Context: an optimization exercise on an open-source flow, tuned for small area, a short achievable clock period and few clock cycles per item. The choices shown serve that exercise and are no tape-out recipe.
At most, simulation tests tie the RTL to the original design; equivalence was not proved.
For runs 1 to 4, only the layout was checked, not whether the RTL still works.
Power and IR drop assume default switching activity.

==> design/flow/design.v <==
module display (
    input  logic [3:0] data,
    output logic [6:0] segments
);
    always_comb begin
        case (data)
            4'b0000: segments = 7'b1111110;  
            4'b0001: segments = 7'b0110000;  
            4'b0010: segments = 7'b1101101;  
            4'b0011: segments = 7'b1111001;  
            4'b0100: segments = 7'b0110011;  
            4'b0101: segments = 7'b1011011;  
            4'b0110: segments = 7'b1011111;  
            4'b0111: segments = 7'b1110000;  
            4'b1000: segments = 7'b1111111;  
            4'b1001: segments = 7'b1110011;  
            default: segments = 7'b0000000;
        endcase
    end
endmodule
module control (
    input  logic [2:0]  position,
    input  logic [3:0]  digit,
    input  logic        clock,
    input  logic        reset,
    output logic [63:0] segments_out
);
    logic [6:0] seg_in;
    logic [6:0] seg [8];
    display dec (.data(digit), .segments(seg_in));
    always_ff @(posedge clock or posedge reset) begin
        if (reset) begin
            for (int i = 0; i < 8; i++) seg[i] <= 7'b1111110;  
        end else begin
            seg[position] <= seg_in;
        end
    end
    always_comb begin
        for (int i = 0; i < 8; i++) segments_out[8*i +: 8] = {seg[i], 1'b0};
    end
endmodule
module calculadora (
    input  logic [3:0]  cmd,
    input  logic        clock,
    input  logic        reset,
    output logic [1:0]  status,
    output logic [3:0]  data,
    output logic [2:0]  position,
    output logic [31:0] result
);
    localparam logic [3:0] CMD_RES = 4'b1110, CMD_CLR = 4'b1111;
    logic s_idle, s_ina, s_op, s_inb, s_done, s_err;
    logic n_idle, n_ina, n_op, n_inb, n_done, n_err;
    logic [26:0] x;        
    logic [31:0] vs, vc;   
    logic        mul, add, sub;       
    logic        n_mul, n_add, n_sub;
    logic        g_op;     
    logic        b_add;    
    logic        b_sub;    
    logic        inv_a;    
    logic [31:0] acc;      
    logic        sat_r;    
    logic [3:0]  data_r;
    logic [2:0]  pos_r;
    wire is_dig = (cmd <= 4'd9);
    wire is_op  = (cmd == 4'd10) || (cmd == 4'd11) || (cmd == 4'd12);
    wire is_res = (cmd == CMD_RES);
    wire is_clr = (cmd == CMD_CLR);
    wire full   = (pos_r == 3'd7);    
    wire in_num = s_ina | s_inb;
    always_comb begin
        {n_idle, n_ina, n_op, n_inb, n_done, n_err} = {s_idle, s_ina, s_op, s_inb, s_done, s_err};
        if (s_idle) begin
            if (is_dig) begin n_idle = 1'b0; n_ina = 1'b1; end
        end
        if (s_ina) begin
            if (is_op) begin n_ina = 1'b0; n_op = 1'b1; end
            else if (is_dig & full) begin n_ina = 1'b0; n_err = 1'b1; end
            else if (is_clr) begin n_ina = 1'b0; n_idle = 1'b1; end
        end
        if (s_op) begin
            if (is_dig) begin n_op = 1'b0; n_inb = 1'b1; end
            else if (is_clr) begin n_op = 1'b0; n_idle = 1'b1; end
            else if (is_res) begin n_op = 1'b0; n_err = 1'b1; end
        end
        if (s_inb) begin
            if (is_res) begin n_inb = 1'b0; n_done = 1'b1; end
            else if (is_dig & full) begin n_inb = 1'b0; n_err = 1'b1; end
            else if (is_clr) begin n_inb = 1'b0; n_op = 1'b1; end
        end
        if (s_done) begin
            if (is_clr | is_dig) begin n_done = 1'b0; n_idle = 1'b1; end
        end
        if (s_err) begin
            if (is_clr) begin n_err = 1'b0; n_idle = 1'b1; end
        end
        {n_mul, n_add, n_sub} = {mul, add, sub};
        if ((s_ina | s_op) & is_op) begin
            n_mul = (cmd == 4'd12);
            n_add = (cmd == 4'd10);
            n_sub = (cmd == 4'd11);
        end
    end
    wire [26:0] xg   = s_ina ? x : 27'd0;
    wire [2:0]  lo_a = cmd[3] ? 3'b111 : cmd[2:0];
    wire        lo_b = cmd[3];
    wire        cin  = cmd[3] & cmd[0];
    wire [27:0] xsum = {xg[23:0], lo_a, 1'b1} + {xg[25:0], lo_b, cin};
    wire [26:0] x_next = xsum[27:1];
    wire [31:0] a32 = {5'd0, x};
    wire [31:0] hs  = g_op ? 32'd0 : vs;
    wire [31:0] hc  = g_op ? 32'd0 : vc;
    wire [2:0]  lo1 = mul ? {2'b00, cmd[1] & cmd[0]}                  
                          : (cmd[3] ? {2'b11, cmd[0]} : cmd[2:0]);
    wire [2:0]  lo3 = (b_add | b_sub) ? {cmd[3], ~cmd[3], 1'b0}
                    : mul ? 3'd0 : {1'b0, cmd[3], 1'b0};
    wire [31:0] u1 = {hs[28:0], lo1};
    wire [31:0] u2 = {hs[30:0], 1'b0};
    wire [31:0] u3 = {hc[28:0], lo3};
    wire [31:0] u4 = {hc[30:0], 1'b0};
    wire        sel8 = cmd[3] | (cmd[2] & cmd[1] & cmd[0]);
    wire        sel4 = ~cmd[3] & (cmd[2] ^ (cmd[1] & cmd[0]));
    wire [31:0] u5 = mul ? (sel8 ? {a32[28:0], 3'b000} : sel4 ? {a32[29:0], 2'b00} : 32'd0)
                   : b_add ? ~{a32[28:0], 3'b000}
                   : b_sub ? {a32[28:0], 3'b111}
                   : 32'd0;
    logic [31:0] u6;
    always_comb begin
        if (!mul) u6 = a32 ^ {32{inv_a}};
        else case (cmd[1:0])
            2'd0: u6 = 32'd0;
            2'd1: u6 = a32;
            2'd2: u6 = {a32[30:0], 1'b0};
            2'd3: u6 = ~a32;
        endcase
    end
    function automatic logic [63:0] csa(input logic [31:0] a, b, c);
        logic [31:0] s, cy;
        s  = a ^ b ^ c;
        cy = (a & b) | (a & c) | (b & c);
        csa = {s, cy[30:0], 1'b0};
    endfunction
    wire [63:0] l1a = csa(u1, u2, u3);
    wire [63:0] l1b = csa(u4, u5, u6);
    wire [63:0] l2  = csa(l1a[63:32], l1a[31:0], l1b[31:0]);
    wire [63:0] l3  = csa(l2[63:32], l2[31:0], l1b[63:32]);
    wire [31:0] r = vs + vc;
    always_ff @(posedge clock) begin
        if (is_dig & (s_idle | s_ina)) x <= x_next;
        if (is_dig & (s_op | s_inb)) begin
            vs <= l3[63:32];
            vc <= l3[31:0];
        end
        {mul, add, sub} <= {n_mul, n_add, n_sub};
        g_op  <= n_op;
        b_add <= n_inb & n_add;
        b_sub <= n_inb & n_sub;
        inv_a <= (n_inb & n_add) | (n_op & n_sub);
    end
    always_ff @(posedge clock or posedge reset) begin
        if (reset) begin
            s_idle <= 1'b1; s_ina <= 1'b0; s_op <= 1'b0;
            s_inb  <= 1'b0; s_done <= 1'b0; s_err <= 1'b0;
            acc    <= 32'd0;
            sat_r  <= 1'b0;
            data_r <= 4'd0;
            pos_r  <= 3'd0;
        end else begin
            {s_idle, s_ina, s_op, s_inb, s_done, s_err} <= {n_idle, n_ina, n_op, n_inb, n_done, n_err};
            if (s_inb & is_res) begin
                acc   <= r ^ {32{sub}};
                sat_r <= sub & ~r[31];
            end
            if (is_dig & (s_idle | s_op)) begin
                data_r <= cmd; pos_r <= 3'd0;
            end else if (is_dig & in_num & ~full) begin
                data_r <= cmd; pos_r <= pos_r + 3'd1;
            end else if (is_op & s_ina) begin
                data_r <= CMD_CLR; pos_r <= 3'd0;
            end else if (is_op & s_op) begin
                data_r <= cmd; pos_r <= 3'd0;
            end else if (is_clr & s_ina) begin
                pos_r <= 3'd0;
            end else if (is_clr & (s_op | s_inb | s_done | s_err)) begin
                data_r <= CMD_CLR; pos_r <= 3'd0;
            end
        end
    end
    assign status   = {s_err, 1'b0};
    assign data     = data_r;
    assign position = pos_r;
    assign result   = acc | {32{sat_r}};
endmodule
module calculadora_top (
    input logic clock,      
    input logic reset,      
    input logic [3:0] cmd,  
    output logic [1:0] status,
    output logic [3:0] data,
    output logic [3:0] position,
    output logic [63:0] segments,
    output logic [31:0] result
);
    logic [2:0] pos3;
    calculadora dut_calculadora (
        .clock(clock),
        .reset(reset),
        .cmd(cmd),
        .status(status),
        .data(data),
        .position(pos3),
        .result(result)
    );
    control dut_control (
        .clock(clock),
        .reset(reset),
        .position(pos3),
        .digit(data),
        .segments_out(segments)
    );
    assign position = {1'b0, pos3};
endmodule
==> design/flow/flow/run.sh <==
#!/bin/bash
# The standard layout (standard.sh, unchanged synthesis), with the port
# buffers made of a plain buffer cell instead of the one buffer_ports picks.
set -uo pipefail
export BUFFER_PORTS_ARGS="-buffer_cell sky130_fd_sc_hd__buf_1"
bash standard.sh > standard.log 2>&1
==> design/flow/standard.sh <==
#!/bin/bash
# synth_recipe.tcl (not shown) runs the flow's synth.tcl, then flattens the netlist and writes it again
# the make line also repeats each setting of config.mk as NAME=value (left out here)
make -C /OpenROAD-flow-scripts/flow DESIGN_CONFIG=/design/flow/config.mk WORK_HOME=/design/flow/orfs CLKGATE_MAP_FILE= SYNTH_SCRIPT=/design/flow/synth_recipe.tcl "${@:-finish}"
==> design/flow/config.mk <==
export PLATFORM = sky130hd
export DESIGN_NAME = calculadora_top
export DESIGN_NICKNAME = calculadora_top
export VERILOG_FILES = /design/flow/design.v
export SDC_FILE = /design/flow/constraint.sdc
export NUM_CORES = 4
export LEC_CHECK = 0
export CAP_MARGIN = 20
export CORE_MARGIN = 2
export CORE_UTILIZATION = 40
export PLACE_DENSITY = 0.6
export SETUP_SLACK_MARGIN = 1.6
export SLEW_MARGIN = 20
==> design/flow/constraint.sdc <==
create_clock -name core_clock -period 5.0 [get_ports {clock}]
set_input_delay 1.0000 -clock core_clock [delete_from_list [all_inputs] [get_ports {clock}]]
set_output_delay 1.0000 -clock core_clock [all_outputs]
set_load 0.01 [all_outputs]
==> results of run 1 <==
## cell type report
class	count	area, um^2	share of cell area [%]
timing repair buffer	126	639.4	3.634
clock inverter	15	177.7	1.010
tap	525	656.9	3.734
inverter	149	566.8	3.222
multi-input combinational	1222	9656	54.88
sequential	199	5472	31.10
clock buffer	17	425.4	2.418
## per-layer routing
metal | GRT usage, % | routed length [um] | vias to the layer above
met5 | 0 | 0 | -
met4 | 3.702 | 360 | 0
met3 | 2.685 | 1237 | 24
met2 | 24.54 | 14380 | 191
met1 | 26.08 | 17730 | 5397
li1 | - | - | 5707
## layout by cell type, fill, tap and decap left out, drive strengths merged, types with 14 or more instances in the layout
master | netlist | routed
a211oi | 33 | 33
o21ai | 123 | 123
and2 | 23 | 23
or2 | 37 | 37
ha | 75 | 75
a22oi | 40 | 40
a21o | 22 | 22
nor2 | 96 | 96
o211ai | 19 | 19
edfxtp | 91 | 91
nand2 | 131 | 131
a21oi | 135 | 135
inv | 149 | 155
clkbuf | 96 | 19
fa | 117 | 117
nand3 | 17 | 17
xnor2 | 88 | 88
buf | 27 | 124
nand2b | 64 | 64
nor2b | 50 | 50
nor3 | 14 | 14
xor2 | 33 | 33
dfstp | 49 | 49
dfrtp | 53 | 53
## sequential cells by signal, indices dropped and copies added, names as in the netlist, 3 cells and up
register                cells
dut_control.seg            56
dut_calculadora.x          27
dut_calculadora.data_r      4
dut_calculadora.vc         31
dut_calculadora.acc        32
dut_calculadora.vs         32
dut_calculadora.pos_r       3
## power groups by stage
| stage | Clock [mW] | Sequential [mW] | Combinational [mW] |
|---|---|---|---|
| after global placement | 0 | 2.66 | 2.82 |
| final | 1.39 | 2.64 | 2.89 |
| after global routing | 1.49 | 2.70 | 3.36 |
| after detailed placement | 0 | 2.68 | 2.90 |
| after floorplan | 0 | 2.67 | 2.09 |
| after CTS | 1.43 | 2.65 | 2.91 |
## worst min-delay path by stage
stage,from,to,slack (ns),cells past startpoint
global placement,dut_calculadora.add$_DFF_P_,dut_calculadora.add$_DFF_P_,0.43,2
global route,dut_calculadora.add$_DFF_P_,dut_calculadora.add$_DFF_P_,0.50,2
detailed placement,dut_calculadora.add$_DFF_P_,dut_calculadora.add$_DFF_P_,0.44,2
finish,dut_calculadora.add$_DFF_P_,dut_calculadora.add$_DFF_P_,0.46,2
floorplan,dut_calculadora.add$_DFF_P_,dut_calculadora.add$_DFF_P_,0.42,2
CTS,dut_calculadora.add$_DFF_P_,dut_calculadora.add$_DFF_P_,0.47,2
## worst max-delay path: stages
cell and delay [ns]:
buf_4 0.18, buf_12 0.17, or2_4 0.25, ha_4 0.24
a211oi_4 0.24, o21ai_2 0.12, a2111oi_4 0.35, nor3_2 0.12
nor2_1 0.18, o21ai_1 0.09, o21a_1 0.17, a31o_2 0.22
xor2_1 0.14
## cell families after synthesis
family	Yosys count	share of synthesized area [%]
adder cells (fa/ha/maj)	193	20.64
AO/OA/AOI/OAI	423	16.34
flip-flops	199	34.29
multiplexers	18	1.185
XOR/XNOR	121	6.647
other	1	0.02352
buffers and inverters	272	6.663
AND/OR/NAND/NOR	457	14.21
## repair_timing
action / in CTS / in global routing
endpoints found under the setup margin: 61 / 46
cloned: 0 / 1
resized for setup: 9 / 20
setup buffers: 0 / 5
pin swaps: 1 / 12
==> results.txt, run 1 <==
Slew HR a little over a third; status timing/DRC/antenna clean; P&R area growth vs syn 10.35%; Leak 7.433 nW; synth cell count leaders inv_1 (149), a21oi_1 (132), nand2_1 (131), fa_1 (117), o21ai_0 (111); critical path type input port to flop; Via density 5.024; Clock Power Share 20.1%; Int Pwr 4.216 mW; most common cell in the netlist inv_1; VDD IR max 256.2 uV; Pins Over Slew Limit 0; Pre-antenna DRT Iters 5; Fmax a little over 0.3 GHz; Avg Synthesized Cell Area around 9.5 um^2; hold crit path type flop to flop; Routed WL roughly 34000 um; PortBufs 101; design area 17590 um^2; Syn Inst Count 1684; Worst Setup EP dut_calculadora.x[24]$_DFFE_PP_; post-synthesis sequential area ratio 34.29%; period utilisation layout 65.81%; largest net degree at the start of global routing around 120; GRT overflow 0; maxcap violations 0; post-route setup TNS 0 ns; CTS H-tree lvls 4; Switching Fraction 39.17%; worst slew pin tran 0.9796 ns; RR Endpoint dut_calculadora.acc[31]$_DFFE_PP0P_; row cnt 73; Sink Count about 200; CTS tree built; Crit. Startpoint cmd[1]; total core area about 40000 um^2; clock latency (worst-skew pair) 0.45 ns; routed len/inst 14.96 um; Distinct cells, synth 64; first-pass GRT wire length 57150 um; R2R cell count 12; DP Worst Slack 0.9140 ns; fin util 44.48%; Worst Path Required 5.20 ns; Num CTS Buffers 17; largest area contributor in the netlist edfxtp_1; EDFF count, synth 91; initial core utilization 40.31%; die span in x 203.6 um; nets roughly 1900; Final Non-Filler Cells 2253; total track usage between 10% and 20%; main flop type after synthesis edfxtp_1; WP data arrival 3.49 ns; synthesized flop and latch total 199; sequential share of power between 30% and 40%; placed standard-cell area roughly 17000 um^2; final worst setup slack 1.710 ns; Fillers 3796; die area 41470 um^2; antenna-violating nets left 0; Hold Worst Slack 0.4602 ns; Die Y 203.6 um; share of layout cells above drive strength 1 12.56%; DRC viols 0; FF-to-FF setup slack 1.80 ns; Pwr Total 6.932 mW; post-route minimum period 3.290 ns; YS warnings 4; Comb power frac 41.8%; Reg clk slew, reported paths 0.07 ns; via count 11320; startpoint class of the critical path input port; clock buffer depth 2; Ports about 110; cell area after synthesis 15940 um^2; Power Density 394.0 nW/um^2; vias in the first global route 11040; Psw 2.715 mW; final setup vio count 0; root buffer cell clkbuf_16; 1st-iter DRT viols 705; largest fanout on the critical path 14; Synth area leaders edfxtp_1 (17%), fa_1 (15%), dfrtp_1 (8.3%); RSZ-0062 raised after global routing yes; CP endpoint kind flop; Hold-fix buffers, CTS 0; dpl cells 2215; top cell type's share of synthesized area between 15 and 20%; clk_skew 0.01077 ns; initial antenna violation count 0; gpl congestion 0.8514; Fin. Hold Viols 0; # diodes 0; Async S/R FF share, synth between 50 and 60%; worst reg2reg startpoint dut_calculadora.vc[1]$_DFFE_PP_; post-DP HPWL around 26000 um
==> run 2, diff against run 1 <==
--- a/design/flow/config.mk
+++ b/design/flow/config.mk
@@ -9,4 +9,4 @@
 export CORE_MARGIN = 2
-export CORE_UTILIZATION = 40
-export PLACE_DENSITY = 0.6
+export CORE_UTILIZATION = 60
+export PLACE_DENSITY = 0.7
 export SETUP_SLACK_MARGIN = 1.6
==> results.txt, run 2 <==
CTS H-tree lvls 4 (unchanged); post-route setup TNS 0 ns (unchanged); # diodes 0 (unchanged); critical path type input port to flop (unchanged); simple logic cell fraction of the synthesized area 14.21% (unchanged); root buffer cell clkbuf_16 (unchanged); clock latency (worst-skew pair) 0.45 ns (about the same); PortBufs 101 (unchanged); final setup vio count 0 (unchanged); dpl cells 2028 (was 2215); Fmax 0.3038 GHz (was 0.3039 GHz); row cnt 59 (was 73); post-synthesis sequential area ratio 34.29% (unchanged); Multi-input gate area 9678 um^2 (was 9656 um^2); initial core utilization 61.18% (was 40.31%); synthesized flop and latch total 199 (unchanged); worst slew pin tran 1.011 ns (was 0.9796 ns); YS warnings 4 (unchanged); WP data arrival 3.47 ns (was 3.49 ns); cell area after synthesis 15940 um^2 (unchanged); die span in x 167.0 um (was 203.6 um); largest fanout on the critical path 27 (was 14); share of layout cells above drive strength 1 13.44% (was 12.56%); largest net degree at the start of global routing 66 (was 119); register area 5472 um^2 (unchanged); antenna-violating nets left 0 (unchanged); Num CTS Buffers 17 (unchanged); initial antenna violation count 1 (was 0); Final Non-Filler Cells 2069 (was 2253); Leak 7.500 nW (was 7.433 nW); die area 27890 um^2 (was 41470 um^2); Routed WL 33570 um (was 33710 um); CTS tree built (unchanged); Synth area leaders edfxtp_1 (17%), fa_1 (15%), dfrtp_1 (8.3%) (unchanged); Synth Area in Compound Gates 16.34% (unchanged); Largest Register dut_control.seg (unchanged); main flop type after synthesis edfxtp_1 (unchanged); gpl congestion 0.8693 (was 0.8514); Power Density 406.2 nW/um^2 (was 394.0 nW/um^2); routed len/inst 16.23 um (was 14.96 um); Crit-path slowest cell fa_1 (was a2111oi_4); max reg flops 56 (unchanged); EDFF count, synth 91 (unchanged); startpoint class of the critical path input port (unchanged); worst path cell trace clkbuf_8, nand2_2, xor2_1, nor2_2, buf_12, a22oi_1, a21oi_1, fa_2, inv_1, fa_1, inv_1, fa_1 (was buf_4, buf_12, or2_4, ha_4, a211oi_4, o21ai_2, a2111oi_4, nor3_2, nor2_1, o21ai_1, o21a_1, a31o_2, xor2_1); Slew HR 32.60% (was 34.69%); first-pass GRT wire length 56230 um (was 57150 um); Fin. Hold Viols 0 (unchanged); max incr delay on CP 0.54 ns (was 0.35 ns); Pins Over Slew Limit 0 (unchanged); RSZ-0062 raised after global routing no (was yes); commonest non-fill, non-tap cells in the layout inv_1 (145), nand2_1 (129), a21oi_1 (120) (was inv_1 (145), nand2_1 (129), a21oi_1 (125)); Pre-antenna DRT Iters 5 (unchanged); DP Worst Slack 0.7771 ns (was 0.9140 ns); Async S/R FF share, synth 51.26% (unchanged); status timing/DRC/antenna clean (unchanged); clk_skew 0.02252 ns (was 0.01077 ns); clock buffer depth 2 (unchanged); main combinational cell family by area after synthesis adder cells (unchanged); 1st-iter DRT viols 982 (was 705); DRC viols 0 (unchanged); hold crit path type input port to async pin (was flop to flop); top cell type's share of synthesized area 17.14% (unchanged); xor/xnor share of the synthesized area 6.647% (unchanged); Sink Count 199 (unchanged); commonest non-fill, non-tap cell in the layout inv_1 (unchanged); Reg clk slew, reported paths 0.10 ns (was 0.07 ns); VDD IR max 267.9 uV (was 256.2 uV); Adder-Cell Fraction of Synth Area 20.64% (unchanged); P&R area growth vs syn 9.598% (was 10.35%); Distinct cells, synth 64 (unchanged); GRT overflow 0 (unchanged); total core area 26060 um^2 (was 39550 um^2); Die Y 167.0 um (was 203.6 um); largest area contributor in the netlist edfxtp_1 (unchanged); total track usage 24.57% (was 16.84%); Ports 112 (unchanged); final worst setup slack 1.708 ns (was 1.710 ns); period utilisation layout 65.84% (was 65.81%); Avg Synthesized Cell Area 9.467 um^2 (unchanged); nets 1919 (was 1913); Fillers 2088 (was 3796); Syn Inst Count 1684 (unchanged); fin util 67.05% (was 44.48%); post-synthesis mux area share 1.185% (unchanged); CP endpoint kind flop (unchanged); via count 11570 (was 11320); synth cell count leaders inv_1 (149), a21oi_1 (132), nand2_1 (131), fa_1 (117), o21ai_0 (111) (unchanged); Worst Path Required 5.18 ns (was 5.20 ns); most common cell in the netlist inv_1 (unchanged); maxcap violations 0 (unchanged); Via density 5.590 (was 5.024); post-route minimum period 3.292 ns (was 3.290 ns); vias in the first global route 11180 (was 11040); post-DP HPWL 25630 um (was 26280 um); biggest regs dut_control.seg x56, dut_calculadora.acc x32, dut_calculadora.vs x32 (unchanged)
[run 2: final cells by class]
class                   count  share of cell area [%]
multi-input cells        1222                   55.39
clock buffers              17                   2.435
flip-flops and latches    199                   31.31
inverters                 149                   3.244
well taps                 335                   2.399
clock inverters            15                   1.296
repair buffers            132                   3.924
[run 2: kinds of logic after synthesis]
| logic type | Yosys count |
|---|---|
| buf+inv | 272 |
| fa+ha+maj | 193 |
| flops | 199 |
| xor+xnor | 121 |
| other cells | 1 |
| simple gates | 457 |
| mux | 18 |
| compound gates | 423 |
[run 2: final timing paths]
path,from,endpoint,slack [ns],depth (start not counted)
worst min register to register,dut_calculadora.add$_DFF_P_,dut_calculadora.add$_DFF_P_,0.47,2
min in group core_clock,dut_calculadora.add$_DFF_P_,dut_calculadora.add$_DFF_P_,0.47,2
worst max register to register,dut_calculadora.vc[1]$_DFFE_PP_,dut_calculadora.acc[31]$_DFFE_PP0P_,1.73,12
max in group asynchronous,reset,dut_calculadora.s_ina$_DFF_PP0_,3.60,3
worst min-delay path,reset,dut_control.seg[2][0]$_DFFE_PP0N_,0.46,2
worst max-delay path,cmd[0],dut_calculadora.vs[14]$_DFFE_PP_,1.71,12
[run 2: worst max-delay path, delay by kind of cell]
| kind | cells | cell delay [ns] |
|---|---|---|
| AND/OR/NAND/NOR | 2 | 0.24 |
| XOR/XNOR | 1 | 0.15 |
| adder cells (fa/ha/maj) | 3 | 1.21 |
| buffers and inverters | 4 | 0.54 |
| AO/OA/AOI/OAI | 2 | 0.30 |
[run 2: layer usage]
layer  track usage (%)  vias up  part of all wire, %
met3             4.159       21                  5.2
met5                 0        -                    0
li1                  -     5723                    -
met1             38.87     5513                   51
met4             4.610        0                 0.81
met2             35.86      308                   43
[run 2: repair_timing]
action / CTS / global route
resized for setup: 9 / 22
hold buffers: 0 / 0
buffers inserted: 4 / 4
pin swaps: 1 / 3
setup endpoints to repair: 65 / 55
[run 2: power breakdown]
group | internal [mW] | switching, mW
combinational | 1.20 | 1.74
sequential | 2.36 | 0.280
clock | 0.722 | 0.797
[run 2: per-stage QoR]
stage | total power, mW | cell area (um^2) | hold WS, ns
after detailed placement | 5.574 | 16600 | 0.4388
final | 7.098 | 17470 | 0.4550
after global placement | 5.445 | 16600 | 0.4380
after global routing | 7.664 | 17470 | 0.4417
after floorplan | 4.762 | 16290 | 0.4154
after CTS | 7.118 | 17330 | 0.4423
==> run 3, diff against run 2 <==
--- a/design/flow/design.v
+++ b/design/flow/design.v
@@ -54,2 +54,5 @@
     logic [26:0] x;        
+    logic [3:0]  xd;       
+    logic        xv;       
+    logic        xf;       
     logic [31:0] vs, vc;   
@@ -104,6 +107,6 @@
     end
-    wire [26:0] xg   = s_ina ? x : 27'd0;
-    wire [2:0]  lo_a = cmd[3] ? 3'b111 : cmd[2:0];
-    wire        lo_b = cmd[3];
-    wire        cin  = cmd[3] & cmd[0];
+    wire [26:0] xg   = xf ? 27'd0 : x;
+    wire [2:0]  lo_a = xd[3] ? 3'b111 : xd[2:0];
+    wire        lo_b = xd[3];
+    wire        cin  = xd[3] & xd[0];
     wire [27:0] xsum = {xg[23:0], lo_a, 1'b1} + {xg[25:0], lo_b, cin};
@@ -149,3 +152,8 @@
     always_ff @(posedge clock) begin
-        if (is_dig & (s_idle | s_ina)) x <= x_next;
+        if (xv) x <= x_next;
+        xv <= is_dig & (s_idle | s_ina);
+        if (is_dig) begin
+            xd <= cmd;
+            xf <= s_idle;
+        end
         if (is_dig & (s_op | s_inb)) begin
--- a/design/flow/config.mk
+++ b/design/flow/config.mk
@@ -9,4 +9,4 @@
 export CORE_MARGIN = 2
-export CORE_UTILIZATION = 60
-export PLACE_DENSITY = 0.7
+export CORE_UTILIZATION = 40
+export PLACE_DENSITY = 0.6
 export SETUP_SLACK_MARGIN = 1.6
==> results.txt, run 3 <==
Via density 5.062 (was 5.590); # diodes 0 (unchanged); final setup vio count 0 (unchanged); Synth area leaders edfxtp_1 (18%), fa_1 (14%), dfrtp_1 (8.2%) (was edfxtp_1 (17%), fa_1 (15%), dfrtp_1 (8.3%)); EDFF count, synth 96 (was 91); CTS H-tree lvls 1 (was 4); total track usage 17.19% (was 24.57%); RSZ-0062 raised after global routing yes (was no); Pins Over Slew Limit 0 (unchanged); largest fanout on the critical path 45 (was 27); FF-to-FF setup slack 1.80 ns (was 1.73 ns); main flop type after synthesis edfxtp_1 (unchanged); largest net degree at the start of global routing 65 (was 66); largest area contributor in the netlist edfxtp_1 (unchanged); routed len/inst 15.56 um (was 16.23 um); max incr delay on CP 0.53 ns (was 0.54 ns); sequential share of power 39.3% (was 37.2%); synthesized flop and latch total 205 (was 199); Crit-path slowest cell fa_1 (unchanged); Reg clk slew, reported paths 0.06 ns (was 0.10 ns); top cell family by delay on the critical path adder cells (unchanged); clock buffer depth 3 (was 2); max reg flops 56 (unchanged); nets 1938 (was 1919); Num CTS Buffers 24 (was 17); post-DP HPWL 27220 um (was 25630 um); status timing/DRC/antenna clean (unchanged); share of layout cells above drive strength 1 16.15% (was 13.44%); die area 42150 um^2 (was 27890 um^2); row cnt 73 (was 59); P&R area growth vs syn 11.72% (was 9.598%); Syn Inst Count 1698 (was 1684); Hold-fix buffers, CTS 0 (unchanged); via count 11560 (was 11570); CP Buf/Inv Count 5 (was 4); die span in x 205.3 um (was 167.0 um); total core area 39820 um^2 (was 26060 um^2); Hold Worst Slack 0.4492 ns (was 0.4550 ns); synth cell count leaders nand2_1 (168), inv_1 (144), o21ai_0 (133), fa_1 (117), a21oi_1 (110) (was inv_1 (149), a21oi_1 (132), nand2_1 (131), fa_1 (117), o21ai_0 (111)); YS warnings 4 (unchanged); Distinct cells, synth 70 (was 64); Power Density 349.4 nW/um^2 (was 406.2 nW/um^2); R2R cell count 12 (unchanged); cell area after synthesis 16210 um^2 (was 15940 um^2); maxcap violations 0 (unchanged); 1st-iter DRT viols 722 (was 982); post-route minimum period 3.349 ns (was 3.292 ns); clock latency (worst-skew pair) 0.54 ns (was 0.45 ns); Int Pwr 4.089 mW (was 4.280 mW); PortBufs 101 (unchanged); WP data arrival 3.62 ns (was 3.47 ns); Fin. Hold Viols 0 (unchanged); Routed WL 35520 um (was 33570 um); design area 18110 um^2 (was 17470 um^2); post-synthesis sequential area ratio 34.78% (was 34.29%); GRT overflow 0 (unchanged); Switching Fraction 35.37% (was 39.71%); antenna-violating nets left 0 (unchanged); Fmax 0.2986 GHz (was 0.3038 GHz); RR Endpoint dut_calculadora.acc[31]$_DFFE_PP0P_ (unchanged); gpl congestion 0.8321 (was 0.8693); Worst Path Required 5.28 ns (was 5.18 ns); CP endpoint kind flop (unchanged); worst reg2reg startpoint dut_calculadora.vc[1]$_DFFE_PP_ (unchanged); initial core utilization 40.70% (was 61.18%); vias in the first global route 11380 (was 11180); Avg Synthesized Cell Area 9.545 um^2 (was 9.467 um^2); Async S/R FF share, synth 49.76% (was 51.26%); Clock Power Share 27.3% (was 21.4%); commonest non-fill, non-tap cell in the layout nand2_1 (was inv_1); root buffer cell clkbuf_16 (unchanged); Largest Register dut_control.seg (unchanged); most common cell in the netlist nand2_1 (was inv_1); worst hold path depth 2; Leak 7.512 nW (was 7.500 nW); Pre-antenna DRT Iters 5 (unchanged); placed standard-cell area 17220 um^2 (was 16600 um^2); Sink Count 205 (was 199); Ports 112 (unchanged); biggest regs dut_control.seg x56, dut_calculadora.acc x32, dut_calculadora.vs x32 (unchanged); post-route setup TNS 0 ns (unchanged); Fillers 3850 (was 2088); Slew HR 35.24% (was 32.60%); period utilisation layout 66.97% (was 65.84%); Die Y 205.3 um (was 167.0 um); Multi-input gate area 9836 um^2 (was 9678 um^2); CTS tree built (unchanged); commonest non-fill, non-tap cells in the layout nand2_1 (167), o21ai_0 (131), inv_1 (120) (was inv_1 (145), nand2_1 (129), a21oi_1 (120)); Hold Startpoint dut_calculadora.add$_DFF_P_; worst path cell trace clkbuf_2, buf_12, nor2b_4, buf_12, a22oi_1, a21oi_1, fa_2, inv_2, fa_1, inv_1, fa_1 (was clkbuf_8, nand2_2, xor2_1, nor2_2, buf_12, a22oi_1, a21oi_1, fa_2, inv_1, fa_1, inv_1, fa_1); clk_skew 0.01670 ns (was 0.02252 ns); initial antenna violation count 0 (was 1); Comb power frac 33.4% (was 41.4%); Hold Path Sink dut_calculadora.add$_DFF_P_; startpoint class of the critical path input port (unchanged); critical path type input port to flop (unchanged); first-pass GRT wire length 59420 um (was 56230 um); Psw 2.238 mW (was 2.818 mW); DRC viols 0 (unchanged); VDD IR max 198.5 uV (was 267.9 uV); hold crit path type flop to flop (was input port to async pin); worst slew pin tran 0.9693 ns (was 1.011 ns); top cell type's share of synthesized area 17.79% (was 17.14%); register area 5640 um^2 (was 5472 um^2)
[run 3: cells by family after synthesis]
logic type / count (synthesis) / share of synthesized area, %
multiplexers: 22 / 1.436
AND/OR/NAND/NOR: 470 / 14.22
buffers and inverters: 266 / 6.515
flip-flops: 205 / 34.78
XOR/XNOR: 123 / 6.647
AO/OA/AOI/OAI: 418 / 16.08
adder cells (fa/ha/maj): 193 / 20.30
other: 1 / 0.02314
[run 3: power groups by stage]
stage,combinational (mW),sequential [mW],clock (mW)
after floorplan,1.48,2.53,0
after global placement,2.05,2.51,0
after detailed placement,2.11,2.52,0
after CTS,2.13,2.49,1.77
after global routing,2.43,2.54,1.83
final,2.11,2.49,1.73
[run 3: repair_timing]
item                       4_1_cts  5_1_grt
setup buffers                    2        3
gates cloned                     0        1
gates resized for setup          3       11
setup endpoints to repair       57       40
pin swaps                        0        1
[run 3: worst min-delay path, delay by kind of cell, from the launching register on]
kind	cells	cell delay (ns)
AOI/OAI and AO/OA	1	0.07
DFF	1	0.30
and+or+nand+nor	1	0.04
[run 3: how the worst max path moves through the flow]
stage | start | end | slack (ns) | cells after the start
after floorplan | cmd[1] | dut_calculadora.vs[4]$_DFFE_PP_ | 1.38 | 12
after global placement | cmd[2] | dut_calculadora.vs[29]$_DFFE_PP_ | 0.84 | 10
after detailed placement | cmd[2] | dut_calculadora.vs[29]$_DFFE_PP_ | 0.77 | 10
after CTS | cmd[1] | dut_calculadora.vs[29]$_DFFE_PP_ | 1.60 | 12
after global routing | cmd[0] | dut_calculadora.vs[29]$_DFFE_PP_ | 1.57 | 12
final | cmd[0] | dut_calculadora.vs[27]$_DFFE_PP_ | 1.65 | 11
[run 3: cell type report]
type / count / share of cell area (%)
clock buffer: 29 / 3.711
multi-input combinational: 1237 / 54.32
timing repair buffer: 128 / 3.552
inverter: 144 / 3.006
sequential: 205 / 31.15
clock inverter: 15 / 0.6357
tap: 525 / 3.628
[run 3: per-layer routing]
layer	vias to the layer above	GRT usage (%)	share of wire, %
li1	5775	-	-
met1	5583	26.48	51
met2	170	26.00	44
met3	29	1.996	3.5
met4	0	3.443	1.3
met5	-	0	0
[run 3: stage by stage]
step | setup WS (ns) | util, % | cells | power (mW)
after CTS | 1.601 | 45.32 | 2279 | 6.390
after detailed placement | 0.7687 | 43.25 | 2233 | 4.634
after floorplan | 1.385 | - | 1707 | 4.015
after global placement | 0.8353 | 43.24 | 2233 | 4.563
after global routing | 1.569 | 45.47 | 2283 | 6.803
final | 1.651 | 45.47 | 2283 | 6.328
==> run 4, diff against run 3 <==
--- a/design/flow/config.mk
+++ b/design/flow/config.mk
@@ -11,3 +11,3 @@
 export PLACE_DENSITY = 0.6
-export SETUP_SLACK_MARGIN = 1.6
+export SETUP_SLACK_MARGIN = 1.9
 export SLEW_MARGIN = 20
==> results.txt, run 4 <==
largest fanout on the critical path 7 (was 45); Reg clk slew, reported paths 0.06 ns (about the same); critical path type input port to flop (unchanged); post-route setup TNS 0 ns (unchanged); Ports 112 (unchanged); synth cell count leaders nand2_1 (168), inv_1 (144), o21ai_0 (133), fa_1 (117), a21oi_1 (110) (unchanged); worst slew pin tran 0.9866 ns (was 0.9693 ns); Die Y 205.3 um (unchanged); max reg flops 56 (unchanged); worst reg2reg startpoint dut_calculadora.xf$_DFFE_PP_ (was dut_calculadora.vc[1]$_DFFE_PP_); biggest regs dut_control.seg x56, dut_calculadora.acc x32, dut_calculadora.vs x32 (unchanged); Fin. Hold Viols 0 (unchanged); dpl cells 2227 (was 2233); most common cell in the netlist nand2_1 (unchanged); design area 18790 um^2 (was 18110 um^2); main flop type after synthesis edfxtp_1 (unchanged); initial core utilization 40.70% (unchanged); root buffer cell clkbuf_16 (unchanged); vias in the first global route 11430 (was 11380); Slew HR 34.23% (was 35.24%); 1st-iter DRT viols 756 (was 722); first-pass GRT wire length 60680 um (was 59420 um); # diodes 0 (unchanged); cell area after synthesis 16210 um^2 (unchanged); Worst Setup EP dut_calculadora.vs[21]$_DFFE_PP_ (was dut_calculadora.vs[27]$_DFFE_PP_); row cnt 73 (unchanged); top cell type's share of synthesized area 17.79% (unchanged); R2R cell count 11 (was 12); PortBufs 101 (unchanged); clock latency (worst-skew pair) 0.54 ns (about the same); CTS H-tree lvls 1 (unchanged); placed standard-cell area 17200 um^2 (was 17220 um^2); routed len/inst 16.05 um (was 15.56 um); antenna-violating nets left 0 (unchanged); Power Density 346.4 nW/um^2 (was 349.4 nW/um^2); Synth area leaders edfxtp_1 (18%), fa_1 (14%), dfrtp_1 (8.2%) (unchanged); DP Worst Slack 0.8840 ns (was 0.7687 ns); Fmax 0.3227 GHz (was 0.2986 GHz); Hold-fix buffers, CTS 0 (unchanged); max incr delay on CP 0.54 ns (was 0.53 ns); Pre-antenna DRT Iters 5 (unchanged); Pwr Total 6.509 mW (was 6.328 mW); die area 42150 um^2 (unchanged); Pins Over Slew Limit 0 (unchanged); Syn Inst Count 1698 (unchanged); CP endpoint kind flop (unchanged); post-route minimum period 3.099 ns (was 3.349 ns); RR Endpoint dut_calculadora.x[26]$_DFFE_PP_ (was dut_calculadora.acc[31]$_DFFE_PP0P_); Num CTS Buffers 24 (unchanged); maxcap violations 0 (unchanged); final setup vio count 0 (unchanged); largest area contributor in the netlist edfxtp_1 (unchanged); hold crit path type flop to flop (unchanged); total core area 39820 um^2 (unchanged); Sink Count 205 (unchanged); Largest Register dut_control.seg (unchanged); DRC viols 0 (unchanged); synthesized flop and latch total 205 (unchanged); post-synthesis sequential area ratio 34.78% (unchanged); total track usage 17.71% (was 17.19%); worst path cell trace clkbuf_16, nand2_8, xor2_4, nor2_4, buf_12, buf_16, a22oi_2, a21oi_2, fa_2, inv_2, fa_1, inv_1, fa_1 (was clkbuf_2, buf_12, nor2b_4, buf_12, a22oi_1, a21oi_1, fa_2, inv_2, fa_1, inv_1, fa_1); period utilisation layout 61.97% (was 66.97%); Hold Startpoint dut_calculadora.add$_DFF_P_ (unchanged); GRT overflow 0 (unchanged); CTS tree built (unchanged); Fillers 3736 (was 3850); EDFF count, synth 96 (unchanged); Final Non-Filler Cells 2308 (was 2283); RSZ-0062 raised after global routing yes (unchanged); Worst Path Required 5.28 ns (about the same); Async S/R FF share, synth 49.76% (unchanged); YS warnings 4 (unchanged); VDD IR max 295.4 uV (was 198.5 uV); most frequent CP cell fa_1; Routed WL 37050 um (was 35520 um); die span in x 205.3 um (unchanged); Leak 7.735 nW (was 7.512 nW); largest net degree at the start of global routing 119 (was 65); status timing/DRC/antenna clean (unchanged); Crit-path slowest cell fa_1 (unchanged); commonest non-fill, non-tap cells in the layout nand2_1 (166), o21ai_0 (128), inv_1 (113) (was nand2_1 (167), o21ai_0 (131), inv_1 (120)); Crit. Startpoint cmd[0] (unchanged); P&R area growth vs syn 15.94% (was 11.72%); startpoint class of the critical path input port (unchanged); FF-to-FF setup slack 1.96 ns (was 1.80 ns); WP data arrival 3.38 ns (was 3.62 ns); via count 11630 (was 11560); Distinct cells, synth 70 (unchanged); commonest non-fill, non-tap cell in the layout nand2_1 (unchanged); share of layout cells above drive strength 1 20.70% (was 16.15%); Hold Worst Slack 0.4631 ns (was 0.4492 ns); nets 1963 (was 1938); fin util 47.19% (was 45.47%); initial antenna violation count 0 (unchanged); Via density 5.040 (was 5.062); Avg Synthesized Cell Area 9.545 um^2 (unchanged); clock buffer depth 3 (unchanged); post-DP HPWL 27020 um (was 27220 um); gpl congestion 0.8219 (was 0.8321); final worst setup slack 1.901 ns (was 1.651 ns); clk_skew 0.01495 ns (was 0.01670 ns)
run 4: report_power, final:
| group | leakage [nW] | total [mW] | internal, mW | switching [mW] |
|---|---|---|---|---|
| clock network | 0.407 | 1.81 | 1.08 | 0.723 |
| registers | 2.15 | 2.48 | 2.26 | 0.219 |
| logic | 5.18 | 2.23 | 0.878 | 1.35 |
| total | 7.74 | 6.51 | 4.22 | 2.29 |
run 4: worst min path at each step:
stage,to,slack (ns),cells past startpoint
final,dut_calculadora.add$_DFF_P_,0.46,2
after floorplan,dut_calculadora.add$_DFF_P_,0.42,2
after global placement,dut_calculadora.add$_DFF_P_,0.43,2
after CTS,dut_control.seg[7][3]$_DFFE_PP1N_,0.47,2
after global routing,dut_calculadora.add$_DFF_P_,0.49,2
after detailed placement,dut_calculadora.add$_DFF_P_,0.45,2
run 4: cell type report:
type / count / area, um^2 / area share, %
clock buffer: 37 / 742.0 / 3.948
sequential: 205 / 5643 / 30.03
tap: 525 / 656.9 / 3.496
multi-input combinational: 1239 / 10130 / 53.93
inverter: 144 / 544.3 / 2.896
timing repair buffer: 151 / 983.4 / 5.233
clock inverter: 7 / 88.84 / 0.4727
run 4: kinds of logic (layout without fill, tap and decap cells):
family,Yosys count,in the layout,share of synthesized area [%]
simple gates,470,473,14.22
compound gates,418,418,16.08
buf+inv,266,339,6.515
flops,205,205,34.78
fa+ha+maj,193,193,20.30
xor+xnor,123,123,6.647
mux,22,22,1.436
other cells,1,10,0.02314
run 4: worst max-delay path: cells and delay by family:
family,cells,cell delay (ns)
AO/OA/AOI/OAI,2,0.26
XOR/XNOR,1,0.15
adder cells (fa/ha/maj),3,1.20
buffers and inverters,5,0.53
AND/OR/NAND/NOR,2,0.23
run 4: routing by layer:
layer,up-vias,global-route usage (%),wire length [um]
met5,-,0,0
met4,0,4.034,623
met3,40,2.138,1363
met2,201,27.62,16430
met1,5559,26.33,18630
li1,5832,-,-
run 4: timing repair:
item | 4_1_cts | 5_1_grt
gates resized for setup | 38 | 53
pin swaps | 14 | 35
cloned | 6 | 3
buffers inserted | 9 | 18
setup endpoints to repair | 70 | 36
==> run 5, diff against run 4 <==
--- a/design/flow/design.v
+++ b/design/flow/design.v
@@ -54,5 +54,2 @@
     logic [26:0] x;        
-    logic [3:0]  xd;       
-    logic        xv;       
-    logic        xf;       
     logic [31:0] vs, vc;   
@@ -61,2 +58,4 @@
     logic        g_op;     
+    logic        m_mul;    
+    logic        m_as;     
     logic        b_add;    
@@ -107,8 +106,2 @@
     end
-    wire [26:0] xg   = xf ? 27'd0 : x;
-    wire [2:0]  lo_a = xd[3] ? 3'b111 : xd[2:0];
-    wire        lo_b = xd[3];
-    wire        cin  = xd[3] & xd[0];
-    wire [27:0] xsum = {xg[23:0], lo_a, 1'b1} + {xg[25:0], lo_b, cin};
-    wire [26:0] x_next = xsum[27:1];
     wire [31:0] a32 = {5'd0, x};
@@ -116,6 +109,6 @@
     wire [31:0] hc  = g_op ? 32'd0 : vc;
-    wire [2:0]  lo1 = mul ? {2'b00, cmd[1] & cmd[0]}                  
+    wire [2:0]  lo1 = m_mul ? {2'b00, cmd[1] & cmd[0]}                
                           : (cmd[3] ? {2'b11, cmd[0]} : cmd[2:0]);
     wire [2:0]  lo3 = (b_add | b_sub) ? {cmd[3], ~cmd[3], 1'b0}
-                    : mul ? 3'd0 : {1'b0, cmd[3], 1'b0};
+                    : m_mul ? 3'd0 : {1'b0, cmd[3], 1'b0};
     wire [31:0] u1 = {hs[28:0], lo1};
@@ -126,3 +119,3 @@
     wire        sel4 = ~cmd[3] & (cmd[2] ^ (cmd[1] & cmd[0]));
-    wire [31:0] u5 = mul ? (sel8 ? {a32[28:0], 3'b000} : sel4 ? {a32[29:0], 2'b00} : 32'd0)
+    wire [31:0] u5 = m_mul ? (sel8 ? {a32[28:0], 3'b000} : sel4 ? {a32[29:0], 2'b00} : 32'd0)
                    : b_add ? ~{a32[28:0], 3'b000}
@@ -132,3 +125,4 @@
     always_comb begin
-        if (!mul) u6 = a32 ^ {32{inv_a}};
+        if (m_as) u6 = a32 ^ {32{inv_a}};
+        else if (!m_mul) u6 = 32'd0;
         else case (cmd[1:0])
@@ -152,9 +146,4 @@
     always_ff @(posedge clock) begin
-        if (xv) x <= x_next;
-        xv <= is_dig & (s_idle | s_ina);
-        if (is_dig) begin
-            xd <= cmd;
-            xf <= s_idle;
-        end
-        if (is_dig & (s_op | s_inb)) begin
+        if (s_ina) x <= r[26:0];
+        if (is_dig & (s_idle | s_ina | s_op | s_inb)) begin
             vs <= l3[63:32];
@@ -163,6 +152,2 @@
         {mul, add, sub} <= {n_mul, n_add, n_sub};
-        g_op  <= n_op;
-        b_add <= n_inb & n_add;
-        b_sub <= n_inb & n_sub;
-        inv_a <= (n_inb & n_add) | (n_op & n_sub);
     end
@@ -172,2 +157,4 @@
             s_inb  <= 1'b0; s_done <= 1'b0; s_err <= 1'b0;
+            g_op   <= 1'b1; m_mul <= 1'b0; m_as <= 1'b0;
+            b_add  <= 1'b0; b_sub <= 1'b0; inv_a <= 1'b0;
             acc    <= 32'd0;
@@ -178,2 +165,8 @@
             {s_idle, s_ina, s_op, s_inb, s_done, s_err} <= {n_idle, n_ina, n_op, n_inb, n_done, n_err};
+            g_op  <= n_idle | n_op;
+            m_mul <= (n_op | n_inb) & n_mul;
+            m_as  <= (n_op | n_inb) & ~n_mul;
+            b_add <= n_inb & n_add;
+            b_sub <= n_inb & n_sub;
+            inv_a <= (n_inb & n_add) | (n_op & n_sub);
             if (s_inb & is_res) begin
--- a/design/flow/config.mk
+++ b/design/flow/config.mk
@@ -11,3 +11,3 @@
 export PLACE_DENSITY = 0.6
-export SETUP_SLACK_MARGIN = 1.9
+export SETUP_SLACK_MARGIN = 1.6
 export SLEW_MARGIN = 20
==> results.txt, run 5 <==
Die Y 196.1 um (was 205.3 um); largest area contributor in the netlist edfxtp_1 (unchanged); first-pass GRT wire length 59190 um (was 60680 um); post-route setup TNS 0 ns (unchanged); 1st-iter DRT viols 729 (was 756); gpl congestion 0.8819 (was 0.8219); Async S/R FF share, synth 53.73% (was 49.76%); top cell type's share of synthesized area 18.31% (was 17.79%); max incr delay on CP 0.42 ns (was 0.54 ns); root buffer cell clkbuf_16 (unchanged); Worst Path Required 5.44 ns (was 5.28 ns); GRT overflow 0 (unchanged); Fin. Hold Viols 0 (unchanged); worst hold path depth 2 (unchanged); Hold-fix buffers, CTS 0 (unchanged); biggest regs dut_control.seg x56, dut_calculadora.acc x32, dut_calculadora.vs x32 (unchanged); CTS H-tree lvls 1 (unchanged); largest fanout on the critical path 3 (was 7); Fmax 0.3014 GHz (was 0.3227 GHz); share of layout cells above drive strength 1 17.59% (was 20.70%); period utilisation layout 66.37% (was 61.97%); total track usage 19.44% (was 17.71%); commonest non-fill, non-tap cells in the layout inv_1 (151), nand2_1 (143), o21ai_0 (107) (was nand2_1 (166), o21ai_0 (128), inv_1 (113)); sequential share of power 28.4% (was 38.1%); die area 38460 um^2 (was 42150 um^2); post-synthesis sequential area ratio 37.44% (was 34.78%); row cnt 70 (was 73); Sink Count 201 (was 205); Switching Fraction 44.46% (was 35.19%); # diodes 0 (unchanged); Int Pwr 7.479 mW (was 4.219 mW); VDD IR max 294.7 uV (was 295.4 uV); RSZ-0062 raised after global routing yes (unchanged); cell area after synthesis 14760 um^2 (was 16210 um^2); routed len/inst 18.17 um (was 16.05 um); Clock Power Share 13.3% (was 27.7%); status timing/DRC/antenna clean (unchanged); vias in the first global route 10430 (was 11430); EDFF count, synth 90 (was 96); most common cell in the netlist inv_1 (was nand2_1); R2R cell count 12 (was 11); nets 1700 (was 1963); initial antenna violation count 0 (unchanged); Crit-path slowest cell edfxtp_1 (was fa_1); Largest Register dut_control.seg (unchanged); main flop type after synthesis edfxtp_1 (unchanged); Pwr Total 13.46 mW (was 6.509 mW); DRC viols 0 (unchanged); Fillers 3479 (was 3736); CP endpoint kind flop (unchanged); fin util 45.62% (was 47.19%); RR Endpoint dut_calculadora.acc[31]$_DFFE_PP0P_ (was dut_calculadora.x[26]$_DFFE_PP_); FF-to-FF setup slack 1.68 ns (was 1.96 ns); hold crit path type flop to flop (unchanged); most frequent CP cell ha_1 (was fa_1); Power Density 810.1 nW/um^2 (was 346.4 nW/um^2); Slew HR 30.97% (was 34.23%); worst reg2reg startpoint dut_calculadora.vc[1]$_DFFE_PP_ (was dut_calculadora.xf$_DFFE_PP_); die span in x 196.1 um (was 205.3 um); worst slew pin tran 1.036 ns (was 0.9866 ns); WP data arrival 3.76 ns (was 3.38 ns); Num CTS Buffers 24 (unchanged); Hold Path Sink dut_calculadora.add$_DFF_P_ (unchanged); Psw 5.986 mW (was 2.290 mW); CP Buf/Inv Count 0 (was 5); critical path type flop to flop (was input port to flop); dpl cells 1964 (was 2227); Via density 5.203 (was 5.040); post-DP HPWL 27090 um (was 27020 um); top cell family by delay on the critical path compound AO/OA/AOI/OAI gates (was adder cells); Syn Inst Count 1479 (was 1698); Avg Synthesized Cell Area 9.982 um^2 (was 9.545 um^2); post-route minimum period 3.318 ns (was 3.099 ns); Final Non-Filler Cells 2014 (was 2308); CTS tree built (unchanged); maxcap violations 0 (unchanged); Synth area leaders edfxtp_1 (18%), fa_1 (16%), dfrtp_1 (9.8%) (was edfxtp_1 (18%), fa_1 (14%), dfrtp_1 (8.2%)); initial core utilization 40.52% (was 40.70%); max reg flops 56 (unchanged); Pins Over Slew Limit 0 (unchanged); commonest non-fill, non-tap cell in the layout inv_1 (was nand2_1); P&R area growth vs syn 12.59% (was 15.94%); Routed WL 36600 um (was 37050 um); clock buffer depth 3 (unchanged); Distinct cells, synth 71 (was 70); clock latency (worst-skew pair) 0.54 ns (about the same); YS warnings 4 (unchanged); PortBufs 101 (unchanged); largest net degree at the start of global routing 63 (was 119); synth cell count leaders inv_1 (162), nand2_1 (145), fa_1 (117), o21ai_0 (115), edfxtp_1 (90) (was nand2_1 (168), inv_1 (144), o21ai_0 (133), fa_1 (117), a21oi_1 (110)); antenna-violating nets left 0 (unchanged); total core area 36430 um^2 (was 39820 um^2); worst path cell trace ha_1, fa_1, a21o_2, a221oi_4, or3_2, a21oi_1, o2111ai_2, nand2_2, a311oi_2, xnor2_1, ha_1, o21ai_0 (was clkbuf_16, nand2_8, xor2_4, nor2_4, buf_12, buf_16, a22oi_2, a21oi_2, fa_2, inv_2, fa_1, inv_1, fa_1); via count 10480 (was 11630); Leak 7.029 nW (was 7.735 nW); Hold Startpoint dut_calculadora.add$_DFF_P_ (unchanged); Pre-antenna DRT Iters 5 (unchanged); clk_skew 0.02318 ns (was 0.01495 ns); Comb power frac 58.3% (was 34.2%); final setup vio count 0 (unchanged); startpoint class of the critical path flop (was input port); Reg clk slew, reported paths 0.06 ns (about the same); Ports 112 (unchanged); synthesized flop and latch total 201 (was 205)
-- run 5: changes by cell type after synthesis, sizes merged, moves of 17 or more --
cell | before | now
nor2 | 79 | 45
nor2b | 67 | 33
o21ai | 136 | 117
nand2 | 169 | 146
xnor2 | 80 | 56
ha | 75 | 49
a21oi | 112 | 74
o211ai | 19 | 2
inv | 144 | 162
-- run 5: how the worst max path moves through the flow --
stage | from | to | slack [ns] | depth (start not counted)
after CTS | cmd[0] | dut_calculadora.vs[20]$_DFFE_PP_ | 1.62 | 12
after global placement | cmd[0] | dut_calculadora.vs[12]$_DFFE_PP_ | 0.80 | 10
after global routing | dut_calculadora.vc[1]$_DFFE_PP_ | dut_calculadora.acc[31]$_DFFE_PP0P_ | 1.54 | 12
after floorplan | cmd[2] | dut_calculadora.vs[22]$_DFFE_PP_ | 1.34 | 12
final | dut_calculadora.vc[1]$_DFFE_PP_ | dut_calculadora.acc[31]$_DFFE_PP0P_ | 1.68 | 12
after detailed placement | cmd[0] | dut_calculadora.vs[14]$_DFFE_PP_ | 0.77 | 10
-- run 5: kinds of logic (layout without fill, tap and decap cells) --
group / Yosys count / after routing / share of synthesized area (%)
adder cells (fa/ha/maj): 167 / 167 / 20.09
buffers and inverters: 275 / 333 / 7.602
flip-flops: 201 / 201 / 37.44
XOR/XNOR: 96 / 96 / 5.890
AO/OA/AOI/OAI: 338 / 338 / 14.26
other: 1 / 10 / 0.02540
multiplexers: 35 / 35 / 2.492
AND/OR/NAND/NOR: 366 / 366 / 12.20
-- run 5: routing by layer --
| layer | vias to the layer above | GRT usage (%) | wire length (um) |
|---|---|---|---|
| met3 | 51 | 2.802 | 1738 |
| met4 | 0 | 5.135 | 842 |
| met1 | 5165 | 27.13 | 17060 |
| met5 | - | 0 | 0 |
| met2 | 250 | 31.80 | 16960 |
| li1 | 5012 | - | - |
-- run 5: worst min-delay path, stage by stage, from the launching register on --
cell     delay, ns
dfxtp_1       0.31
nand2_1       0.04
o31ai_1       0.06
-- run 5: cell type report --
| class | instances | area (um^2) | area share [%] |
|---|---|---|---|
| clock buffer | 30 | 685.7 | 4.125 |
| clock inverter | 14 | 127.6 | 0.7678 |
| inverter | 162 | 611.8 | 3.681 |
| multi-input combinational | 1012 | 8453 | 50.86 |
| sequential | 201 | 5535 | 33.30 |
| tap | 468 | 585.6 | 3.523 |
| timing repair buffer | 127 | 621.8 | 3.741 |
-- run 5: power by group through the flow --
stage / Sequential (mW) / Clock, mW / Combinational [mW]
finish: 3.83 / 1.79 / 7.85
CTS: 3.83 / 1.83 / 7.91
detailed placement: 3.85 / 0 / 7.76
global route: 3.94 / 1.89 / 8.98
global placement: 3.83 / 0 / 7.51
floorplan: 3.58 / 0 / 5.80
-- run 5: repair_timing --
| item | in CTS | in global routing |
|---|---|---|
| gates resized for setup | 14 | 17 |
| endpoints found under the setup margin | 60 | 33 |
| pin swaps | 2 | 1 |
| setup buffers | 6 | 0 |
-- run 5: through the flow --
step,setup WS (ns),area [um^2],hold WS [ns]
final,1.682,16620,0.4491
after global routing,1.542,16620,0.4856
after CTS,1.617,16550,0.4503
after detailed placement,0.7661,15620,0.4358
after global placement,0.8005,15620,0.4346
after floorplan,1.335,15080,0.4154
Testbench counts of run 5, summed over its fixed seeds: cycles 18,612, ops 1,600.
==> run 6, diff against run 5 <==
--- a/design/flow/config.mk
+++ b/design/flow/config.mk
@@ -11,3 +11,3 @@
 export PLACE_DENSITY = 0.6
-export SETUP_SLACK_MARGIN = 1.6
+export SETUP_SLACK_MARGIN = 2.2
 export SLEW_MARGIN = 20
==> results.txt, run 6 <==
status timing/DRC/antenna clean (unchanged); maxcap violations 0 (unchanged); Worst Setup EP dut_calculadora.vs[13]$_DFFE_PP_ (was dut_calculadora.acc[31]$_DFFE_PP0P_); commonest non-fill, non-tap cells in the layout nand2_1 (142), inv_1 (103), buf_1 (98) (was inv_1 (151), nand2_1 (143), o21ai_0 (107)); Syn Inst Count 1479 (unchanged); CTS H-tree lvls 1 (unchanged); Clock Power Share 11.2% (was 13.3%); Die Y 196.1 um (unchanged); top cell type's share of synthesized area 18.31% (unchanged); EDFF count, synth 90 (unchanged); post-route setup TNS 0 ns (unchanged); Largest Register dut_control.seg (unchanged); initial antenna violation count 0 (unchanged); CTS tree built (unchanged); # diodes 0 (unchanged); Fin. Hold Viols 0 (unchanged); Final Non-Filler Cells 2077 (was 2014); post-route minimum period 3.153 ns (was 3.318 ns); nets 1765 (was 1700); share of layout cells above drive strength 1 32.82% (was 17.59%); clk_skew 0.01700 ns (was 0.02318 ns); Num CTS Buffers 23 (was 24); 1st-iter DRT viols 638 (was 729); P&R area growth vs syn 24.74% (was 12.59%); Pre-antenna DRT Iters 5 (unchanged); Synth area leaders edfxtp_1 (18%), fa_1 (16%), dfrtp_1 (9.8%) (unchanged); Worst Path Required 5.26 ns (was 5.44 ns); YS warnings 4 (unchanged); total core area 36430 um^2 (unchanged); vias in the first global route 11210 (was 10430); total track usage 21.55% (was 19.44%); die area 38460 um^2 (unchanged); Power Density 817.9 nW/um^2 (was 810.1 nW/um^2); largest fanout on the critical path 6 (was 3); synth cell count leaders inv_1 (162), nand2_1 (145), fa_1 (117), o21ai_0 (115), edfxtp_1 (90) (unchanged); startpoint class of the critical path input port (was flop); RSZ-0062 raised after global routing yes (unchanged); Psw 6.720 mW (was 5.986 mW); CP endpoint kind flop (unchanged); Routed WL 40980 um (was 36600 um); final setup vio count 0 (unchanged); PortBufs 101 (unchanged); synthesized flop and latch total 201 (unchanged); largest net degree at the start of global routing 45 (was 63); main flop type after synthesis edfxtp_1 (unchanged); Int Pwr 8.342 mW (was 7.479 mW); Crit. Startpoint cmd[0] (was dut_calculadora.vc[1]$_DFFE_PP_); largest area contributor in the netlist edfxtp_1 (unchanged); Via density 5.286 (was 5.203); Ports 112 (unchanged); R2R cell count 13 (was 12); Fmax 0.3172 GHz (was 0.3014 GHz); initial core utilization 40.52% (unchanged); routed len/inst 19.73 um (was 18.17 um); Pins Over Slew Limit 0 (unchanged); FF-to-FF setup slack 1.90 ns (was 1.68 ns); fin util 50.54% (was 45.62%); Slew HR 40.54% (was 30.97%); first-pass GRT wire length 64140 um (was 59190 um); period utilisation layout 63.06% (was 66.37%); worst hold path depth 2 (unchanged); VDD IR max 290.4 uV (was 294.7 uV); cell area after synthesis 14760 um^2 (unchanged); RR Endpoint dut_calculadora.acc[26]$_DFFE_PP0P_ (was dut_calculadora.acc[31]$_DFFE_PP0P_); most common cell in the netlist inv_1 (unchanged); post-synthesis sequential area ratio 37.44% (unchanged); post-DP HPWL 26750 um (was 27090 um); max reg flops 56 (unchanged); Multi-input gate area 9315 um^2 (was 8453 um^2); Fillers 3254 (was 3479); die span in x 196.1 um (unchanged); worst reg2reg startpoint dut_calculadora.vs[2]$_DFFE_PP_ (was dut_calculadora.vc[1]$_DFFE_PP_); Comb power frac 63.4% (was 58.3%); Pwr Total 15.06 mW (was 13.46 mW); critical path type input port to flop (was flop to flop); Async S/R FF share, synth 53.73% (unchanged); biggest regs dut_control.seg x56, dut_calculadora.acc x32, dut_calculadora.vs x32 (unchanged); register area 5549 um^2 (was 5535 um^2); Distinct cells, synth 71 (unchanged); GRT overflow 0 (unchanged); DRC viols 0 (unchanged); gpl congestion 0.8248 (was 0.8819); Leak 7.597 nW (was 7.029 nW); via count 10980 (was 10480); WP data arrival 3.41 ns (was 3.76 ns); dpl cells 1963 (was 1964); hold crit path type flop to flop (unchanged); commonest non-fill, non-tap cell in the layout nand2_1 (was inv_1); Switching Fraction 44.62% (was 44.46%); clock latency (worst-skew pair) 0.52 ns (was 0.54 ns); root buffer cell clkbuf_16 (unchanged); row cnt 70 (unchanged); Reg clk slew, reported paths 0.06 ns (about the same); antenna-violating nets left 0 (unchanged); Avg Synthesized Cell Area 9.982 um^2 (unchanged); sequential share of power 25.4% (was 28.4%); Sink Count 201 (unchanged); Hold-fix buffers, CTS 0 (unchanged); clock buffer depth 3 (unchanged); worst slew pin tran 0.8920 ns (was 1.036 ns)
## run 6: changes by cell type in the layout (fill, tap and decap cells not counted), moves of 16 or more
cell,previous run,this run
a22oi_2,12,46
inv_2,10,57
buf_4,23,41
a22oi_1,39,5
fa_2,33,64
a21oi_2,14,30
buf_6,2,22
o21ai_0,107,76
a21oi_1,60,39
inv_1,151,103
fa_1,84,53
o21ai_2,0,25
## run 6: area by class of cell
type | instances | share of cell area, %
multi-input cells | 1013 | 50.58
flip-flops and latches | 201 | 30.13
repair buffers | 192 | 8.778
clock buffers | 32 | 3.418
inverters | 162 | 3.336
well taps | 468 | 3.180
clock inverters | 9 | 0.5707
## run 6: critical path, cell delays in order
cell,delay [ns]
clkbuf_16,0.13
nand2_8,0.05
xor2_2,0.17
nor2_2,0.15
buf_4,0.14
buf_8,0.12
buf_16,0.14
a22oi_2,0.06
a21oi_2,0.21
fa_2,0.23
inv_2,0.04
fa_1,0.49
inv_2,0.05
fa_2,0.42
## run 6: worst min path at each step
stage,startpoint,end,slack [ns]
after global routing,dut_calculadora.add$_DFF_P_,dut_calculadora.add$_DFF_P_,0.48
after floorplan,dut_calculadora.add$_DFF_P_,dut_calculadora.add$_DFF_P_,0.42
after detailed placement,dut_calculadora.add$_DFF_P_,dut_calculadora.add$_DFF_P_,0.44
final,dut_calculadora.add$_DFF_P_,dut_calculadora.add$_DFF_P_,0.45
after CTS,dut_calculadora.add$_DFF_P_,dut_calculadora.add$_DFF_P_,0.45
after global placement,dut_calculadora.add$_DFF_P_,dut_calculadora.add$_DFF_P_,0.44
## run 6: logic make-up (layout without fill, tap and decap cells)
group / count (synthesis) / in the layout / synth area share [%]
xor+xnor: 96 / 96 / 5.890
fa+ha+maj: 167 / 167 / 20.09
flops: 201 / 201 / 37.44
simple gates: 366 / 367 / 12.20
buf+inv: 275 / 395 / 7.602
mux: 35 / 35 / 2.492
compound gates: 338 / 338 / 14.26
other cells: 1 / 10 / 0.02540
## run 6: power by group through the flow
stage                     combinational [mW]  clock, mW  sequential [mW]
after floorplan                         5.85          0             3.58
after global placement                  7.56          0             3.83
after detailed placement                7.81          0             3.85
after CTS                               8.88       1.71             3.82
after global routing                    10.7       1.78             3.93
final                                   9.55       1.68             3.83
## run 6: metal layers
metal  share of wire, %  GRT usage (%)  vias to the layer above
met1                 43          28.82                     5427
met4                3.2          7.071                        0
met5                  0              0                        -
met3                5.9          3.593                       74
li1                   -              -                     5148
met2                 48          35.77                      331
## run 6: timing repair
action,CTS,global route
pin swaps,135,88
setup buffers,46,16
gates cloned,10,0
resized for setup,256,75
setup endpoints to repair,121,92
## run 6: metrics by stage
stage,hold slack [ns],area [um^2],worst slack [ns]
final,0.4519,18420,1.847
after global routing,0.4794,18420,1.806
after CTS,0.4504,18000,1.850
after detailed placement,0.4364,15660,0.9151
after global placement,0.4399,15660,0.9789
after floorplan,0.4154,15140,1.327
==> run 7, diff against run 6 <==
--- a/design/flow/config.mk
+++ b/design/flow/config.mk
@@ -11,3 +11,3 @@
 export PLACE_DENSITY = 0.6
-export SETUP_SLACK_MARGIN = 2.2
+export SETUP_SLACK_MARGIN = 1.9
 export SLEW_MARGIN = 20
==> results.txt, run 7 <==
maxcap violations 0 (unchanged); initial core utilization 40.52% (unchanged); critical path type input port to flop (unchanged); main flop type after synthesis edfxtp_1 (unchanged); Via density 5.273 (was 5.286); Reg clk slew, reported paths 0.06 ns (about the same); clk_skew 0.01673 ns (was 0.01700 ns); Pwr Total 13.84 mW (was 15.06 mW); hold crit path type flop to flop (unchanged); Largest Register dut_control.seg (unchanged); post-DP HPWL 27170 um (was 26750 um); VDD IR max 309.0 uV (was 290.4 uV); share of layout cells above drive strength 1 22.43% (was 32.82%); post-route minimum period 3.121 ns (was 3.153 ns); clock latency (worst-skew pair) 0.53 ns (was 0.52 ns); Pins Over Slew Limit 0 (unchanged); commonest non-fill, non-tap cells in the layout nand2_1 (142), inv_1 (139), buf_1 (98) (was nand2_1 (142), inv_1 (103), buf_1 (98)); Leak 7.270 nW (was 7.597 nW); synth cell count leaders inv_1 (162), nand2_1 (145), fa_1 (117), o21ai_0 (115), edfxtp_1 (90) (unchanged); PortBufs 101 (unchanged); Syn Inst Count 1479 (unchanged); startpoint class of the critical path input port (unchanged); P&R area growth vs syn 17.36% (was 24.74%); commonest non-fill, non-tap cell in the layout nand2_1 (unchanged); worst slew pin tran 0.9523 ns (was 0.8920 ns); first-pass GRT wire length 62640 um (was 64140 um); largest net degree at the start of global routing 49 (was 45); nets 1736 (was 1765); Fin. Hold Viols 0 (unchanged); Async S/R FF share, synth 53.73% (unchanged); biggest regs dut_control.seg x56, dut_calculadora.acc x32, dut_calculadora.vs x32 (unchanged); Power Density 798.7 nW/um^2 (was 817.9 nW/um^2); antenna-violating nets left 0 (unchanged); initial antenna violation count 0 (unchanged); Pre-antenna DRT Iters 6 (was 5); # diodes 0 (unchanged); total track usage 20.65% (was 21.55%); DP Worst Slack 0.8217 ns (was 0.9151 ns); Fmax 0.3204 GHz (was 0.3172 GHz); max reg flops 56 (unchanged); period utilisation layout 62.42% (was 63.06%); CTS tree built (unchanged); CTS H-tree lvls 1 (unchanged); RSZ-0062 raised after global routing yes (unchanged); vias in the first global route 10960 (was 11210); total core area 36430 um^2 (unchanged); clock buffer depth 3 (unchanged); fin util 47.55% (was 50.54%); Ports 112 (unchanged); WP data arrival 3.38 ns (was 3.41 ns); die area 38460 um^2 (unchanged); largest area contributor in the netlist edfxtp_1 (unchanged); Die Y 196.1 um (unchanged); Slew HR 36.51% (was 40.54%); status timing/DRC/antenna clean (unchanged); via count 10820 (was 10980); row cnt 70 (unchanged); CP endpoint kind flop (unchanged); gpl congestion 0.8756 (was 0.8248); Final Non-Filler Cells 2051 (was 2077); Sink Count 201 (unchanged); 1st-iter DRT viols 731 (was 638); Hold Worst Slack 0.4647 ns (was 0.4519 ns); die span in x 196.1 um (unchanged); EDFF count, synth 90 (unchanged); post-synthesis sequential area ratio 37.44% (unchanged); Num CTS Buffers 25 (was 23); final setup vio count 0 (unchanged); Routed WL 39280 um (was 40980 um); dpl cells 1965 (was 1963); DRC viols 0 (unchanged)
[run 7: worst paths after layout]
check,cells after the start,to,startpoint
max,14,dut_calculadora.vs[9]$_DFFE_PP_,cmd[2]
min,2,dut_calculadora.add$_DFF_P_,dut_calculadora.add$_DFF_P_
max reg2reg,12,dut_calculadora.acc[23]$_DFFE_PP0P_,dut_calculadora.vc[1]$_DFFE_PP_
min reg2reg,2,dut_calculadora.add$_DFF_P_,dut_calculadora.add$_DFF_P_
max in group asynchronous,3,dut_calculadora.inv_a$_DFF_PP0_,reset
min in group asynchronous,2,dut_calculadora.pos_r[0]$_DFFE_PP0P_,reset
[run 7: area by class of cell]
cell class              instances  area (um^2)
fillers                      3334        19110
multi-input cells            1014         8726
flip-flops and latches        201         5545
repair buffers                160         1044
clock buffers                  36        738.2
inverters                     162        615.6
well taps                     468        585.6
clock inverters                10        71.32
[run 7: per-layer routing]
metal,vias to the layer above,routed length (um),track usage [%]
met1,5345,17760,29.32
met4,0,790,4.938
met5,-,0,0
met2,345,18410,33.91
met3,46,2314,2.407
li1,5079,-,-
[run 7: cell families after synthesis]
kind of cell               count (synthesis)  share of synthesized area (%)
muxes                                     35                          2.492
other                                      1                        0.02540
DFF                                      201                          37.44
and+or+nand+nor                          366                          12.20
xor gates and xnor gates                  96                          5.890
buffers and inverters                    275                          7.602
adders and majority gates                167                          20.09
AOI/OAI and AO/OA                        338                          14.26
[run 7: power by group]
group | internal (mW) | switching [mW]
sequential | 3.17 | 0.682
clock | 1.03 | 0.744
combinational | 3.49 | 4.72
[run 7: repair_timing]
item / CTS / global route
resized for setup: 68 / 47
cloned: 4 / 1
pin swaps: 26 / 36
setup endpoints to repair: 78 / 55
setup buffers: 24 / 11
hold buffers: 0 / 0
[run 7: critical path: stages]
cell and delay [ns]:
buf_6 0.10, buf_6 0.11, xor2_2 0.16, nor2_2 0.05
buf_6 0.14, buf_12 0.15, buf_4 0.14, a22oi_2 0.14
a21oi_2 0.09, fa_2 0.34, inv_2 0.06, fa_1 0.38
inv_1 0.08, fa_2 0.42
